This design comes from an exercise in tuning for small area and a short achievable clock period on the open sky130 flow, not from production work.
The RTL was checked by simulation tests, not by an equivalence proof against the original design.

===== flow/config.mk =====
export PLATFORM = sky130hd
export DESIGN_NAME = LSTMCell
export DESIGN_NICKNAME = LSTMCell
export VERILOG_FILES = /design/flow/design.v
export SDC_FILE = /design/flow/constraint.sdc
export NUM_CORES = 4
export LEC_CHECK = 0
export CAP_MARGIN = 20
export CORE_MARGIN = 2
export CORE_UTILIZATION = 40
export SLEW_MARGIN = 20

===== flow/constraint.sdc =====
create_clock -name core_clock -period 17.0 [get_ports {CLOCK_50}]
set_input_delay 3.4000 -clock core_clock [delete_from_list [all_inputs] [get_ports {CLOCK_50}]]
set_output_delay 3.4000 -clock core_clock [all_outputs]
set_load 0.01 [all_outputs]

===== flow/design.v =====
module iniValues_ROM ( 
    input  logic [2:0]  index,          
    output logic [63:0] data           
);
  always_comb begin
    case (index)
      3'd0: data = 64'hed101010ef101010;
      3'd1: data = 64'haabbccddeeff0011;
      3'd2: data = 64'h2233445566778899;
      3'd3: data = 64'habcdef0123456789;
      3'd4: data = 64'hfedcba9876543210;
      3'd5: data = 64'h0123456789abcdef;
      3'd6: data = 64'h1234567890abcdef;
      default: data = 64'h0f1e2d3c4b5a6978;
    endcase
  end
endmodule
module mvm_proposed #(
  parameter int N = 8,
  parameter int S = 8     
)(
  input  logic             CLOCK_50,
  input  logic             reset_n,
  input  logic [S*N-1:0]   w,
  input  logic [S*N-1:0]   u,
  output logic [N-1:0]     v
);
  localparam int PAIRS = S/2;
  function automatic logic [N-1:0] sat_addN(input logic [N-1:0] a, input logic [N-1:0] b);
    logic [N:0] sum_ext;
    sum_ext = {1'b0, a} + {1'b0, b};
    sat_addN = sum_ext[N] ? {N{1'b1}} : sum_ext[N-1:0];
  endfunction
  function automatic logic [N-1:0] mux4_sel(
    input logic [N-1:0] a, input logic [N-1:0] b, input logic s0, input logic s1
  );
    logic [N:0] sum_ext;
    sum_ext = {1'b0, a} + {1'b0, b};
    case ({s1, s0})
      2'b00: mux4_sel = '0;
      2'b01: mux4_sel = a;
      2'b10: mux4_sel = b;
      default: mux4_sel = sum_ext[N] ? {N{1'b1}} : sum_ext[N-1:0];  
    endcase
  endfunction
  logic [S*N-1:0] w_r, u_r;
  always_ff @(posedge CLOCK_50) begin
    if (!reset_n) begin
      w_r <= '0;
      u_r <= '0;
    end else begin
      w_r <= w;
      u_r <= u;
    end
  end
  logic [N*N-1:0] bit_sum;    
  logic [N-1:0] acc;            
  logic [N-1:0] acc_b, sel, shifted;
  always_comb begin
    for (int b = 0; b < N; b++) begin
      acc_b = '0;
      for (int p = 0; p < PAIRS; p++) begin
        sel   = mux4_sel(u_r[2*p*N +: N], u_r[(2*p+1)*N +: N], w_r[2*p*N + b], w_r[(2*p+1)*N + b]);
        acc_b = (p == 0) ? sel : sat_addN(acc_b, sel);
      end
      bit_sum[b*N +: N] = acc_b;
    end
    acc = '0;
    for (int b = 0; b < N; b++) begin
      shifted = bit_sum[b*N +: N] << b;
      acc = sat_addN(acc, shifted);
    end
  end
  assign v = acc;
endmodule
module Sigmoid (
    input  logic       clk,
    input  logic       reset_n,
    input  logic [8:0] input_data,
    output logic [7:0] output_data
);
  function automatic logic [7:0] sig_lut(input logic [6:0] idx);
    case (idx)
      7'd0: sig_lut = 8'd32;
      7'd1: sig_lut = 8'd33;
      7'd2: sig_lut = 8'd33;
      7'd3: sig_lut = 8'd33;
      7'd4: sig_lut = 8'd33;
      7'd5: sig_lut = 8'd33;
      7'd6: sig_lut = 8'd34;
      7'd7: sig_lut = 8'd34;
      7'd8: sig_lut = 8'd34;
      7'd9: sig_lut = 8'd34;
      7'd10: sig_lut = 8'd34;
      7'd11: sig_lut = 8'd35;
      7'd12: sig_lut = 8'd35;
      7'd13: sig_lut = 8'd35;
      7'd14: sig_lut = 8'd35;
      7'd15: sig_lut = 8'd35;
      7'd16: sig_lut = 8'd36;
      7'd17: sig_lut = 8'd36;
      7'd18: sig_lut = 8'd36;
      7'd19: sig_lut = 8'd36;
      7'd20: sig_lut = 8'd37;
      7'd21: sig_lut = 8'd37;
      7'd22: sig_lut = 8'd37;
      7'd23: sig_lut = 8'd37;
      7'd24: sig_lut = 8'd38;
      7'd25: sig_lut = 8'd38;
      7'd26: sig_lut = 8'd38;
      7'd27: sig_lut = 8'd38;
      7'd28: sig_lut = 8'd39;
      7'd29: sig_lut = 8'd39;
      7'd30: sig_lut = 8'd39;
      7'd31: sig_lut = 8'd40;
      7'd32: sig_lut = 8'd40;
      7'd33: sig_lut = 8'd40;
      7'd34: sig_lut = 8'd41;
      7'd35: sig_lut = 8'd41;
      7'd36: sig_lut = 8'd41;
      7'd37: sig_lut = 8'd42;
      7'd38: sig_lut = 8'd42;
      7'd39: sig_lut = 8'd43;
      7'd40: sig_lut = 8'd43;
      7'd41: sig_lut = 8'd45;
      7'd42: sig_lut = 8'd45;
      7'd43: sig_lut = 8'd46;
      7'd44: sig_lut = 8'd46;
      7'd45: sig_lut = 8'd47;
      7'd46: sig_lut = 8'd47;
      7'd47: sig_lut = 8'd48;
      7'd48: sig_lut = 8'd49;
      7'd49: sig_lut = 8'd50;
      7'd50: sig_lut = 8'd51;
      7'd51: sig_lut = 8'd52;
      7'd52: sig_lut = 8'd53;
      7'd53: sig_lut = 8'd54;
      7'd54: sig_lut = 8'd55;
      7'd55: sig_lut = 8'd56;
      7'd56: sig_lut = 8'd57;
      7'd57: sig_lut = 8'd58;
      7'd58: sig_lut = 8'd59;
      7'd59: sig_lut = 8'd60;
      7'd60: sig_lut = 8'd61;
      7'd61: sig_lut = 8'd62;
      7'd62: sig_lut = 8'd63;
      7'd63: sig_lut = 8'd64;
      7'd64: sig_lut = 8'd64;
      7'd65: sig_lut = 8'd65;
      7'd66: sig_lut = 8'd66;
      7'd67: sig_lut = 8'd67;
      7'd68: sig_lut = 8'd68;
      7'd69: sig_lut = 8'd69;
      7'd70: sig_lut = 8'd70;
      7'd71: sig_lut = 8'd71;
      7'd72: sig_lut = 8'd72;
      7'd73: sig_lut = 8'd73;
      7'd74: sig_lut = 8'd74;
      7'd75: sig_lut = 8'd75;
      7'd76: sig_lut = 8'd76;
      7'd77: sig_lut = 8'd77;
      7'd78: sig_lut = 8'd78;
      7'd79: sig_lut = 8'd79;
      7'd80: sig_lut = 8'd80;
      7'd81: sig_lut = 8'd81;
      7'd82: sig_lut = 8'd81;
      7'd83: sig_lut = 8'd82;
      7'd84: sig_lut = 8'd82;
      7'd85: sig_lut = 8'd83;
      7'd86: sig_lut = 8'd83;
      7'd87: sig_lut = 8'd84;
      7'd88: sig_lut = 8'd84;
      7'd89: sig_lut = 8'd85;
      7'd90: sig_lut = 8'd85;
      7'd91: sig_lut = 8'd86;
      7'd92: sig_lut = 8'd86;
      7'd93: sig_lut = 8'd86;
      7'd94: sig_lut = 8'd87;
      7'd95: sig_lut = 8'd87;
      7'd96: sig_lut = 8'd87;
      7'd97: sig_lut = 8'd88;
      7'd98: sig_lut = 8'd88;
      7'd99: sig_lut = 8'd88;
      7'd100: sig_lut = 8'd89;
      7'd101: sig_lut = 8'd89;
      7'd102: sig_lut = 8'd89;
      7'd103: sig_lut = 8'd89;
      7'd104: sig_lut = 8'd90;
      7'd105: sig_lut = 8'd90;
      7'd106: sig_lut = 8'd90;
      7'd107: sig_lut = 8'd90;
      7'd108: sig_lut = 8'd91;
      7'd109: sig_lut = 8'd91;
      7'd110: sig_lut = 8'd91;
      7'd111: sig_lut = 8'd91;
      7'd112: sig_lut = 8'd93;
      7'd113: sig_lut = 8'd93;
      7'd114: sig_lut = 8'd93;
      7'd115: sig_lut = 8'd93;
      7'd116: sig_lut = 8'd93;
      7'd117: sig_lut = 8'd94;
      7'd118: sig_lut = 8'd94;
      7'd119: sig_lut = 8'd94;
      7'd120: sig_lut = 8'd94;
      7'd121: sig_lut = 8'd94;
      7'd122: sig_lut = 8'd95;
      7'd123: sig_lut = 8'd95;
      7'd124: sig_lut = 8'd95;
      7'd125: sig_lut = 8'd95;
      7'd126: sig_lut = 8'd95;
      7'd127: sig_lut = 8'd96;
      default: sig_lut = 8'd0;
    endcase
  endfunction
  logic [8:0] lut_idx;
  assign lut_idx = input_data - 9'd192;
  always_ff @(posedge clk or negedge reset_n) begin
    if (!reset_n) begin
      output_data <= 8'b00000000;        
    end else begin
      if (input_data < 9'd192)
        output_data <= 8'b00100000;      
      else if (input_data > 9'd319)
        output_data <= 8'b01100000;      
      else
        output_data <= sig_lut(lut_idx[6:0]);  
    end
  end
endmodule
module SigAddSub(
    input  logic       clk,
    input  logic       reset_n,
    input  logic [7:0] input_data1,
    input  logic [7:0] input_data2,
    output logic [7:0] output_sum
);
  logic [8:0] intermediate_sum;  
  always_ff @(posedge clk or negedge reset_n) begin
    if (!reset_n) begin
      intermediate_sum <= 8'b00000000;           
    end else begin
      if (input_data2 > 7'b0111111) begin        
        intermediate_sum <= input_data1 + input_data2;    
      end else begin
        if (input_data1 > input_data2)
          intermediate_sum <= input_data1 - input_data2;  
        else
          intermediate_sum <= input_data2 - input_data1;
      end
    end
  end
  Sigmoid sigmoid_inst (
    .clk        (clk),
    .reset_n    (reset_n),
    .input_data (intermediate_sum),
    .output_data(output_sum)
  );
endmodule
module Tanh_ROM (
    input  logic       clk,      
    input  logic [7:0] x,        
    output logic [7:0] out       
    );
    function automatic logic [7:0] tanh_lut(input logic [7:0] a);
      case (a)
      8'd0: tanh_lut = 8'd159;
      8'd1: tanh_lut = 8'd159;
      8'd2: tanh_lut = 8'd160;
      8'd3: tanh_lut = 8'd160;
      8'd4: tanh_lut = 8'd161;
      8'd5: tanh_lut = 8'd161;
      8'd6: tanh_lut = 8'd162;
      8'd7: tanh_lut = 8'd162;
      8'd8: tanh_lut = 8'd163;
      8'd9: tanh_lut = 8'd163;
      8'd10: tanh_lut = 8'd163;
      8'd11: tanh_lut = 8'd164;
      8'd12: tanh_lut = 8'd164;
      8'd13: tanh_lut = 8'd165;
      8'd14: tanh_lut = 8'd165;
      8'd15: tanh_lut = 8'd166;
      8'd16: tanh_lut = 8'd166;
      8'd17: tanh_lut = 8'd167;
      8'd18: tanh_lut = 8'd167;
      8'd19: tanh_lut = 8'd168;
      8'd20: tanh_lut = 8'd168;
      8'd21: tanh_lut = 8'd169;
      8'd22: tanh_lut = 8'd170;
      8'd23: tanh_lut = 8'd170;
      8'd24: tanh_lut = 8'd171;
      8'd25: tanh_lut = 8'd171;
      8'd26: tanh_lut = 8'd172;
      8'd27: tanh_lut = 8'd172;
      8'd28: tanh_lut = 8'd173;
      8'd29: tanh_lut = 8'd173;
      8'd30: tanh_lut = 8'd174;
      8'd31: tanh_lut = 8'd175;
      8'd32: tanh_lut = 8'd175;
      8'd33: tanh_lut = 8'd176;
      8'd34: tanh_lut = 8'd176;
      8'd35: tanh_lut = 8'd177;
      8'd36: tanh_lut = 8'd178;
      8'd37: tanh_lut = 8'd178;
      8'd38: tanh_lut = 8'd179;
      8'd39: tanh_lut = 8'd180;
      8'd40: tanh_lut = 8'd180;
      8'd41: tanh_lut = 8'd181;
      8'd42: tanh_lut = 8'd181;
      8'd43: tanh_lut = 8'd182;
      8'd44: tanh_lut = 8'd183;
      8'd45: tanh_lut = 8'd183;
      8'd46: tanh_lut = 8'd184;
      8'd47: tanh_lut = 8'd185;
      8'd48: tanh_lut = 8'd186;
      8'd49: tanh_lut = 8'd186;
      8'd50: tanh_lut = 8'd187;
      8'd51: tanh_lut = 8'd188;
      8'd52: tanh_lut = 8'd188;
      8'd53: tanh_lut = 8'd189;
      8'd54: tanh_lut = 8'd190;
      8'd55: tanh_lut = 8'd191;
      8'd56: tanh_lut = 8'd191;
      8'd57: tanh_lut = 8'd192;
      8'd58: tanh_lut = 8'd193;
      8'd59: tanh_lut = 8'd193;
      8'd60: tanh_lut = 8'd194;
      8'd61: tanh_lut = 8'd195;
      8'd62: tanh_lut = 8'd196;
      8'd63: tanh_lut = 8'd197;
      8'd64: tanh_lut = 8'd197;
      8'd65: tanh_lut = 8'd198;
      8'd66: tanh_lut = 8'd199;
      8'd67: tanh_lut = 8'd200;
      8'd68: tanh_lut = 8'd201;
      8'd69: tanh_lut = 8'd201;
      8'd70: tanh_lut = 8'd202;
      8'd71: tanh_lut = 8'd203;
      8'd72: tanh_lut = 8'd204;
      8'd73: tanh_lut = 8'd205;
      8'd74: tanh_lut = 8'd205;
      8'd75: tanh_lut = 8'd206;
      8'd76: tanh_lut = 8'd207;
      8'd77: tanh_lut = 8'd208;
      8'd78: tanh_lut = 8'd209;
      8'd79: tanh_lut = 8'd210;
      8'd80: tanh_lut = 8'd211;
      8'd81: tanh_lut = 8'd212;
      8'd82: tanh_lut = 8'd212;
      8'd83: tanh_lut = 8'd213;
      8'd84: tanh_lut = 8'd214;
      8'd85: tanh_lut = 8'd215;
      8'd86: tanh_lut = 8'd216;
      8'd87: tanh_lut = 8'd217;
      8'd88: tanh_lut = 8'd218;
      8'd89: tanh_lut = 8'd219;
      8'd90: tanh_lut = 8'd220;
      8'd91: tanh_lut = 8'd220;
      8'd92: tanh_lut = 8'd221;
      8'd93: tanh_lut = 8'd222;
      8'd94: tanh_lut = 8'd223;
      8'd95: tanh_lut = 8'd224;
      8'd96: tanh_lut = 8'd225;
      8'd97: tanh_lut = 8'd226;
      8'd98: tanh_lut = 8'd227;
      8'd99: tanh_lut = 8'd228;
      8'd100: tanh_lut = 8'd229;
      8'd101: tanh_lut = 8'd230;
      8'd102: tanh_lut = 8'd231;
      8'd103: tanh_lut = 8'd232;
      8'd104: tanh_lut = 8'd233;
      8'd105: tanh_lut = 8'd234;
      8'd106: tanh_lut = 8'd235;
      8'd107: tanh_lut = 8'd236;
      8'd108: tanh_lut = 8'd237;
      8'd109: tanh_lut = 8'd238;
      8'd110: tanh_lut = 8'd239;
      8'd111: tanh_lut = 8'd240;
      8'd112: tanh_lut = 8'd241;
      8'd113: tanh_lut = 8'd242;
      8'd114: tanh_lut = 8'd243;
      8'd115: tanh_lut = 8'd244;
      8'd116: tanh_lut = 8'd245;
      8'd117: tanh_lut = 8'd246;
      8'd118: tanh_lut = 8'd247;
      8'd119: tanh_lut = 8'd248;
      8'd120: tanh_lut = 8'd249;
      8'd121: tanh_lut = 8'd250;
      8'd122: tanh_lut = 8'd251;
      8'd123: tanh_lut = 8'd252;
      8'd124: tanh_lut = 8'd253;
      8'd125: tanh_lut = 8'd254;
      8'd126: tanh_lut = 8'd255;
      8'd127: tanh_lut = 8'd0;
      8'd128: tanh_lut = 8'd0;
      8'd129: tanh_lut = 8'd0;
      8'd130: tanh_lut = 8'd1;
      8'd131: tanh_lut = 8'd2;
      8'd132: tanh_lut = 8'd3;
      8'd133: tanh_lut = 8'd4;
      8'd134: tanh_lut = 8'd5;
      8'd135: tanh_lut = 8'd6;
      8'd136: tanh_lut = 8'd7;
      8'd137: tanh_lut = 8'd8;
      8'd138: tanh_lut = 8'd9;
      8'd139: tanh_lut = 8'd10;
      8'd140: tanh_lut = 8'd11;
      8'd141: tanh_lut = 8'd12;
      8'd142: tanh_lut = 8'd13;
      8'd143: tanh_lut = 8'd14;
      8'd144: tanh_lut = 8'd15;
      8'd145: tanh_lut = 8'd16;
      8'd146: tanh_lut = 8'd17;
      8'd147: tanh_lut = 8'd18;
      8'd148: tanh_lut = 8'd19;
      8'd149: tanh_lut = 8'd20;
      8'd150: tanh_lut = 8'd21;
      8'd151: tanh_lut = 8'd22;
      8'd152: tanh_lut = 8'd23;
      8'd153: tanh_lut = 8'd24;
      8'd154: tanh_lut = 8'd25;
      8'd155: tanh_lut = 8'd26;
      8'd156: tanh_lut = 8'd27;
      8'd157: tanh_lut = 8'd28;
      8'd158: tanh_lut = 8'd29;
      8'd159: tanh_lut = 8'd30;
      8'd160: tanh_lut = 8'd31;
      8'd161: tanh_lut = 8'd32;
      8'd162: tanh_lut = 8'd33;
      8'd163: tanh_lut = 8'd34;
      8'd164: tanh_lut = 8'd35;
      8'd165: tanh_lut = 8'd36;
      8'd166: tanh_lut = 8'd36;
      8'd167: tanh_lut = 8'd37;
      8'd168: tanh_lut = 8'd38;
      8'd169: tanh_lut = 8'd39;
      8'd170: tanh_lut = 8'd40;
      8'd171: tanh_lut = 8'd41;
      8'd172: tanh_lut = 8'd42;
      8'd173: tanh_lut = 8'd43;
      8'd174: tanh_lut = 8'd44;
      8'd175: tanh_lut = 8'd44;
      8'd176: tanh_lut = 8'd45;
      8'd177: tanh_lut = 8'd46;
      8'd178: tanh_lut = 8'd47;
      8'd179: tanh_lut = 8'd48;
      8'd180: tanh_lut = 8'd49;
      8'd181: tanh_lut = 8'd50;
      8'd182: tanh_lut = 8'd51;
      8'd183: tanh_lut = 8'd51;
      8'd184: tanh_lut = 8'd52;
      8'd185: tanh_lut = 8'd53;
      8'd186: tanh_lut = 8'd54;
      8'd187: tanh_lut = 8'd55;
      8'd188: tanh_lut = 8'd55;
      8'd189: tanh_lut = 8'd56;
      8'd190: tanh_lut = 8'd57;
      8'd191: tanh_lut = 8'd58;
      8'd192: tanh_lut = 8'd59;
      8'd193: tanh_lut = 8'd59;
      8'd194: tanh_lut = 8'd60;
      8'd195: tanh_lut = 8'd61;
      8'd196: tanh_lut = 8'd62;
      8'd197: tanh_lut = 8'd63;
      8'd198: tanh_lut = 8'd63;
      8'd199: tanh_lut = 8'd64;
      8'd200: tanh_lut = 8'd65;
      8'd201: tanh_lut = 8'd65;
      8'd202: tanh_lut = 8'd66;
      8'd203: tanh_lut = 8'd67;
      8'd204: tanh_lut = 8'd68;
      8'd205: tanh_lut = 8'd68;
      8'd206: tanh_lut = 8'd69;
      8'd207: tanh_lut = 8'd70;
      8'd208: tanh_lut = 8'd70;
      8'd209: tanh_lut = 8'd71;
      8'd210: tanh_lut = 8'd72;
      8'd211: tanh_lut = 8'd73;
      8'd212: tanh_lut = 8'd73;
      8'd213: tanh_lut = 8'd74;
      8'd214: tanh_lut = 8'd75;
      8'd215: tanh_lut = 8'd75;
      8'd216: tanh_lut = 8'd76;
      8'd217: tanh_lut = 8'd76;
      8'd218: tanh_lut = 8'd77;
      8'd219: tanh_lut = 8'd78;
      8'd220: tanh_lut = 8'd78;
      8'd221: tanh_lut = 8'd79;
      8'd222: tanh_lut = 8'd80;
      8'd223: tanh_lut = 8'd80;
      8'd224: tanh_lut = 8'd81;
      8'd225: tanh_lut = 8'd81;
      8'd226: tanh_lut = 8'd82;
      8'd227: tanh_lut = 8'd83;
      8'd228: tanh_lut = 8'd83;
      8'd229: tanh_lut = 8'd84;
      8'd230: tanh_lut = 8'd84;
      8'd231: tanh_lut = 8'd85;
      8'd232: tanh_lut = 8'd85;
      8'd233: tanh_lut = 8'd86;
      8'd234: tanh_lut = 8'd86;
      8'd235: tanh_lut = 8'd87;
      8'd236: tanh_lut = 8'd88;
      8'd237: tanh_lut = 8'd88;
      8'd238: tanh_lut = 8'd89;
      8'd239: tanh_lut = 8'd89;
      8'd240: tanh_lut = 8'd90;
      8'd241: tanh_lut = 8'd90;
      8'd242: tanh_lut = 8'd91;
      8'd243: tanh_lut = 8'd91;
      8'd244: tanh_lut = 8'd92;
      8'd245: tanh_lut = 8'd92;
      8'd246: tanh_lut = 8'd93;
      8'd247: tanh_lut = 8'd93;
      8'd248: tanh_lut = 8'd93;
      8'd249: tanh_lut = 8'd94;
      8'd250: tanh_lut = 8'd94;
      8'd251: tanh_lut = 8'd95;
      8'd252: tanh_lut = 8'd95;
      8'd253: tanh_lut = 8'd96;
      8'd254: tanh_lut = 8'd96;
      8'd255: tanh_lut = 8'd97;
        default: tanh_lut = 8'd0;
      endcase
    endfunction
    logic [7:0] y;               
    always_ff @(posedge clk) begin
        if ($signed(x) >= 0)
            y <= x + 8'd128;
        else
            y <= x - 8'd128;
    end
    assign out = tanh_lut(y);
endmodule
module cellState (
  input  logic       clk,
  input  logic       reset_n,
  input  logic [7:0] ft,
  input  logic [7:0] ct1,
  input  logic [7:0] it,
  input  logic [7:0] candt,
  input  logic [7:0] ot,
  output logic [7:0] ht,
  output logic [7:0] ct
);
  function automatic logic [7:0] sat8(input logic signed [17:0] v);
    if (v > 18'sd127)       sat8 = 8'h7f;
    else if (v < -18'sd128) sat8 = 8'h80;
    else                    sat8 = v[7:0];
  endfunction
  logic [7:0] ct1_d1, ct1_d2, ct1_d3;
  always_ff @(posedge clk or negedge reset_n) begin
    if (!reset_n) begin
      ct1_d1 <= '0;
      ct1_d2 <= '0;
      ct1_d3 <= '0;
    end else begin
      ct1_d1 <= ct1;
      ct1_d2 <= ct1_d1;
      ct1_d3 <= ct1_d2;
    end
  end
  logic signed [17:0] fc, ig, csum;
  logic [7:0]         ct_next;
  assign fc      = $signed({10'b0, ft}) * $signed({{10{ct1_d3[7]}}, ct1_d3});
  assign ig      = $signed({10'b0, it}) * $signed({10'b0, candt});
  assign csum    = (fc + ig) >>> 7;
  assign ct_next = sat8(csum);
  logic [7:0] tanh_ct;
  Tanh_ROM u_tanh (.clk(clk), .x(ct_next), .out(tanh_ct));
  logic [7:0] ct_r, ot_d;
  always_ff @(posedge clk or negedge reset_n) begin
    if (!reset_n) begin
      ct_r <= '0;
      ot_d <= '0;
    end else begin
      ct_r <= ct_next;
      ot_d <= ot;
    end
  end
  logic signed [17:0] oh;
  assign oh = ($signed({10'b0, ot_d}) * $signed({{10{tanh_ct[7]}}, tanh_ct})) >>> 7;
  always_ff @(posedge clk or negedge reset_n) begin
    if (!reset_n) begin
      ht <= '0;
      ct <= '0;
    end else begin
      ht <= sat8(oh);
      ct <= ct_r;
    end
  end
endmodule
module LSTMCell (
  input  logic        CLOCK_50,
  input  logic        reset_n,
  input  logic [63:0] xt,     
  input  logic [7:0]  ct1,    
  input  logic [63:0] ht1,    
  output logic [7:0]  ht,     
  output logic [7:0]  ct      
);
  localparam int N = 8, S = 8;  
  logic [S*N-1:0] Ui, Uf, Uo, Ug;   
  logic [S*N-1:0] Wi, Wf, Wo, Wg;   
  iniValues_ROM rom_Ui (.index(3'd0), .data(Ui));
  iniValues_ROM rom_Uf (.index(3'd1), .data(Uf));
  iniValues_ROM rom_Uo (.index(3'd2), .data(Uo));
  iniValues_ROM rom_Ug (.index(3'd3), .data(Ug));
  iniValues_ROM rom_Wi (.index(3'd4), .data(Wi));
  iniValues_ROM rom_Wf (.index(3'd5), .data(Wf));
  iniValues_ROM rom_Wo (.index(3'd6), .data(Wo));
  iniValues_ROM rom_Wg (.index(3'd7), .data(Wg));
  logic [N-1:0] Wixt, Wfxt, Woxt, Wgxt; 
  logic [N-1:0] Uiht, Ufht, Uoht, Ught;
  mvm_proposed #(.N(N), .S(S)) u_mvm_Ui (.CLOCK_50(CLOCK_50), .reset_n(reset_n), .w(Ui), .u(xt ), .v(Wixt));  
  mvm_proposed #(.N(N), .S(S)) u_mvm_Uf (.CLOCK_50(CLOCK_50), .reset_n(reset_n), .w(Uf), .u(xt ), .v(Wfxt));  
  mvm_proposed #(.N(N), .S(S)) u_mvm_Uo (.CLOCK_50(CLOCK_50), .reset_n(reset_n), .w(Uo), .u(xt ), .v(Woxt));  
  mvm_proposed #(.N(N), .S(S)) u_mvm_Ug (.CLOCK_50(CLOCK_50), .reset_n(reset_n), .w(Ug), .u(xt ), .v(Wgxt));  
  mvm_proposed #(.N(N), .S(S)) u_mvm_Wi (.CLOCK_50(CLOCK_50), .reset_n(reset_n), .w(Wi), .u(ht1), .v(Uiht));  
  mvm_proposed #(.N(N), .S(S)) u_mvm_Wf (.CLOCK_50(CLOCK_50), .reset_n(reset_n), .w(Wf), .u(ht1), .v(Ufht));  
  mvm_proposed #(.N(N), .S(S)) u_mvm_Wo (.CLOCK_50(CLOCK_50), .reset_n(reset_n), .w(Wo), .u(ht1), .v(Uoht));  
  mvm_proposed #(.N(N), .S(S)) u_mvm_Wg (.CLOCK_50(CLOCK_50), .reset_n(reset_n), .w(Wg), .u(ht1), .v(Ught));  
  logic [N-1:0] ft, it, candt, ot;
  SigAddSub add_act_i (.clk(CLOCK_50), .reset_n(reset_n),
                       .input_data1(Uiht), .input_data2(Wixt), .output_sum(it));
  SigAddSub add_act_f (.clk(CLOCK_50), .reset_n(reset_n),
                       .input_data1(Ufht), .input_data2(Wfxt), .output_sum(ft));
  SigAddSub add_act_o (.clk(CLOCK_50), .reset_n(reset_n),
                       .input_data1(Uoht), .input_data2(Woxt), .output_sum(ot));
  SigAddSub add_act_g (.clk(CLOCK_50), .reset_n(reset_n),
                       .input_data1(Ught), .input_data2(Wgxt), .output_sum(candt));
  cellState u_state (
    .clk    (CLOCK_50),
    .reset_n(reset_n),
    .ft     (ft),
    .ct1    (ct1),
    .it     (it),
    .candt  (candt),
    .ot     (ot),
    .ht     (ht),
    .ct     (ct)
  );
endmodule

===== flow/run.sh =====
#!/bin/bash
# synth_recipe.tcl (not shown) runs the flow's synth.tcl, then flattens the netlist and writes it again
# the make line also repeats each setting of config.mk as NAME=value (left out here)
make -C /OpenROAD-flow-scripts/flow DESIGN_CONFIG=/design/flow/config.mk WORK_HOME=/design/flow/orfs CLKGATE_MAP_FILE= SYNTH_SCRIPT=/design/flow/synth_recipe.tcl finish

==> key figures <==
Logic synthesis
  – Number of distinct library cells after synthesis: approximately 100
  – Primary FF master, synth: dfxtp_1
  – Synthesized netlist cell count: 5339
  – Synth Warn #: 6
  – Number of synthesized flops with an enable pin: 0
  – Syn Area/Cell: about 8 um^2
  – Yosys reg bits: 256
  – Post-synthesis net count: 6482
  – Cell area after synthesis: ~43000 um^2
  – Post-synth ARST share: 0.4648
  – Sequential fraction of the synthesis area: 0.1331

Timing
  – Final hold vios: 0
  – Clock period minus worst slack: 15.89 ns
  – Final max-slew violation count: 0
  – F_max: 62.92 MHz
  – Finish-stage setup viols: 0
  – Measured slew at the worst slew-check pin: 0.9721 ns
  – Slew headroom: 0.3451
  – Final period utilization: 0.9349
  – TNS Setup: 0 ns
  – Clock Skew: 0.01618 ns

Routing
  – DR vias: roughly 37000
  – Routed Antenna Nets: 0
  – DRC: 0
  – DR WL/cell: 16.93 um
  – Final wirelength: 117.6 mm
  – Pre-Repair DR Iteration Count: 6
  – Initial DRC count: 2303
  – Vias per std cell: 5.273

Floorplan
  – Initial Utilization: 0.4025
  – I/O pin count: 154
  – Die ar.: between 100000 and 150000 um^2
  – Row cnt: 120
  – Die W: 331.8 um
  – Die height: 331.8 um
  – Core box area: 106800 um^2

Worst setup path
  – Classification of the worst setup path: reg2reg
  – RR Endpoint: add_act_f.intermediate_sum[8]$_DFF_PN0_
  – WP data arrival: 16.42 ns
  – WP data required: 17.53 ns
  – Critical-path top delay cell: or4_4
  – Critical R2R Launch: u_mvm_Wf.u_r[0]$_SDFF_PN0_
  – Worst R2R Setup Slack: 1.11 ns
  – Worst Setup Start Kind: register
  – Worst setup path start: u_mvm_Wf.u_r[0]$_SDFF_PN0_
  – Crit Path Max Fanout: 8
  – Cell count of the worst reg-to-reg path: 87
  – Crit path capture type: register
  – Slowest stage delay, CP: 0.59 ns

Global routing
  – Antenna violations before repair: 2
  – GRT Total Usage: 0.2088
  – Grt ovf: 0
  – Vias in the first global route: 36070
  – First-pass GRT wire length: 188.7 mm
  – Largest net degree at the start of global routing: 144

Clock network
  – CTS buffer count: 31
  – TritonCTS clock tree: done
  – H-tree depth: 1
  – Clock transition at path regs: 0.06 ns
  – Clock latency (worst-skew pair): 0.62 ns
  – CTS max path bufs: 3
  – CTS sink count: 256
  – Hold-fix buffers, CTS: 0
  – CTS Root Cell: clkbuf_16

Flow run
  – Max Cap Viol: 0

Min path
  – Worst Hold Launch: u_state.ct_r[5]$_DFF_PN0_
  – Hold path endpoint: u_state.ct[5]$_DFF_PN0_
  – Hold Path Stages: 0
  – Worst Hold Class: reg2reg

Place
  – Routability cong.: 0.9409
  – Dpl hpwl: slightly below 100 mm
  – IO Port Bufs: about 150

Run status
  – Status: timing/DRC/antenna clean

Layout
  – Area Growth Syn to Fin: 12.32%
  – Final nets: 6658
  – Final core utilization: 0.4521
  – Commonest non-fill, non-tap cells in the layout: 797 x ha_1, 592 x inv_1, 521 x nand2_1
  – Fill cell count: 10640
  – Most common cell after layout, fill and taps aside: ha_1
  – Layout cells sized above 1: 0.06464
[synthesized netlist by cell type (44+ instances only)]
| library cell | number | share of area |
|---|---|---|
| ha_1 | 809 | 0.24 |
| inv_1 | 592 | 0.052 |
| nand2_1 | 523 | 0.046 |
| a21oi_1 | 456 | 0.053 |
| and2_1 | 388 | 0.056 |
| xnor2_1 | 246 | 0.050 |
| o21ai_0 | 241 | 0.028 |
| nor2_1 | 240 | 0.021 |
| fa_1 | 196 | 0.091 |
| a21o_1 | 165 | 0.029 |
| o21bai_1 | 140 | 0.024 |
| dfxtp_1 | 137 | 0.064 |
| nand2b_1 | 125 | 0.018 |
| xor2_1 | 125 | 0.025 |
| dfrtp_1 | 119 | 0.069 |
| clkbuf_1 | 102 | 0.0089 |
| o21a_1 | 83 | 0.015 |
| nor2b_1 | 59 | 0.0086 |
| a31oi_1 | 44 | 0.0064 |
[worst max-delay path: cells and delay by family, from the launching register on]
kind | cells | cell delay, ns
fa+ha+maj | 15 | 4.25
simple gates | 22 | 3.48
compound gates | 42 | 6.75
mux | 1 | 0.26
flops | 1 | 0.31
buf+inv | 6 | 0.58
xor+xnor | 1 | 0.16
[state kept, by name, summed over array words and instances, names as in the netlist]
name and cells:
add_act_f.intermediate_sum 9, add_act_f.sigmoid_inst.output_data 7, add_act_g.intermediate_sum 9, add_act_g.sigmoid_inst.output_data 7, add_act_i.intermediate_sum 9, add_act_i.sigmoid_inst.output_data 7
add_act_o.intermediate_sum 9, add_act_o.sigmoid_inst.output_data 7, u_mvm_Uf.w_r 1, u_mvm_Ug.u_r 64, u_mvm_Wf.u_r 64, u_state.ct 8
u_state.ct1_d1 8, u_state.ct1_d2 8, u_state.ct1_d3 8, u_state.ct_r 8, u_state.ht 8, u_state.ot_d 7
u_state.tanh_ct 8
[metrics by stage]
step | instances | hold slack (ns) | instance area, um^2 | worst slack [ns]
6_report | 6943 | 0.3465 | 48260 | 1.106
5_1_grt | 6941 | 0.3545 | 48260 | -0.06510
3_3_place_gp | 6851 | 0.3323 | 46390 | 0.09634
4_1_cts | 6908 | 0.3484 | 47500 | 0.05318
2_1_floorplan | 5339 | 0.3312 | 42970 | 0.1014
3_5_place_dp | 6851 | 0.3347 | 46390 | -0.3051
[worst max path at each step]
stage                                                          to
after detailed placement  add_act_f.intermediate_sum[8]$_DFF_PN0_
final                     add_act_f.intermediate_sum[8]$_DFF_PN0_
after global routing      add_act_f.intermediate_sum[8]$_DFF_PN0_
after CTS                 add_act_g.intermediate_sum[6]$_DFF_PN0_
after global placement    add_act_g.intermediate_sum[8]$_DFF_PN0_
after floorplan           add_act_f.intermediate_sum[8]$_DFF_PN0_
[cell families (layout without fill, tap and decap cells)]
group / after synthesis / count (layout) / synth area share
AND/OR/NAND/NOR: 1562 / 1562 / 0.1829
AO/OA/AOI/OAI: 1370 / 1370 / 0.2032
adder cells (fa/ha/maj): 1008 / 1008 / 0.3276
buffers and inverters: 714 / 913 / 0.06272
XOR/XNOR: 371 / 371 / 0.07562
flip-flops: 256 / 256 / 0.1331
multiplexers: 58 / 58 / 0.01479
other: 0 / 2 / 0
[layer usage]
metal / vias up / routed length (um) / part of all wire / track usage
li1: 18600 / - / - / -
met1: 17000 / 54240 / 0.46 / 0.2749
met2: 795 / 54560 / 0.46 / 0.3600
met3: 213 / 5016 / 0.043 / 0.02388
met4: 0 / 3766 / 0.032 / 0.05722
met5: - / 0 / 0 / 0
[final cells by class]
| cell class | count | area, um^2 | area share |
|---|---|---|---|
| well taps | 1403 | 1755 | 0.03637 |
| multi-input cells | 4369 | 35100 | 0.7273 |
| diodes | 2 | 5.005 | 0.0001037 |
| inverters | 597 | 2241 | 0.04643 |
| repair buffers | 260 | 2381 | 0.04933 |
| clock inverters | 16 | 205.2 | 0.004252 |
| flip-flops and latches | 256 | 5724 | 0.1186 |
| clock buffers | 40 | 849.6 | 0.01760 |
[repair_timing]
item / CTS / global route
cloned: 0 / 1
setup buffers: 1 / 32
pin swaps: 0 / 37
gates resized for setup: 6 / 116
endpoints found under the hold margin: 0 / 0
setup endpoints to repair: 7 / 31

[re-timing with driven ports]
Ports are ideal in the flow. The routed layout listed here was re-timed in OpenROAD. Step 1 sets driving cells, clkbuf_16 on the clock port and buf_2 on the other inputs (assumed; they add their load-dependent delay and slew). Step 2 adds t to the input delays and takes it off the output delays; t is the mean of the earliest and latest rising clock arrival at the registers after step 1. Input paths then give back, and output paths get back, about the clock's delay inside the block. Slacks: ideal / step 1 / step 2; pairs: ideal / step 1.
shift t [ns]: 0.682
setup WS [ns]: 1.106 / 1.106 / 1.106
worst hold slack (ns): 0.346 / 0.346 / 0.346
latest minus earliest clock arrival (ns): 0.016 / 0.016
cell pins on the clock port's net: 1
After both steps this run still meets setup and hold. For this run, drivers alone change the setup slack by 0.000 ns; drivers and shift together by 0.000 ns.
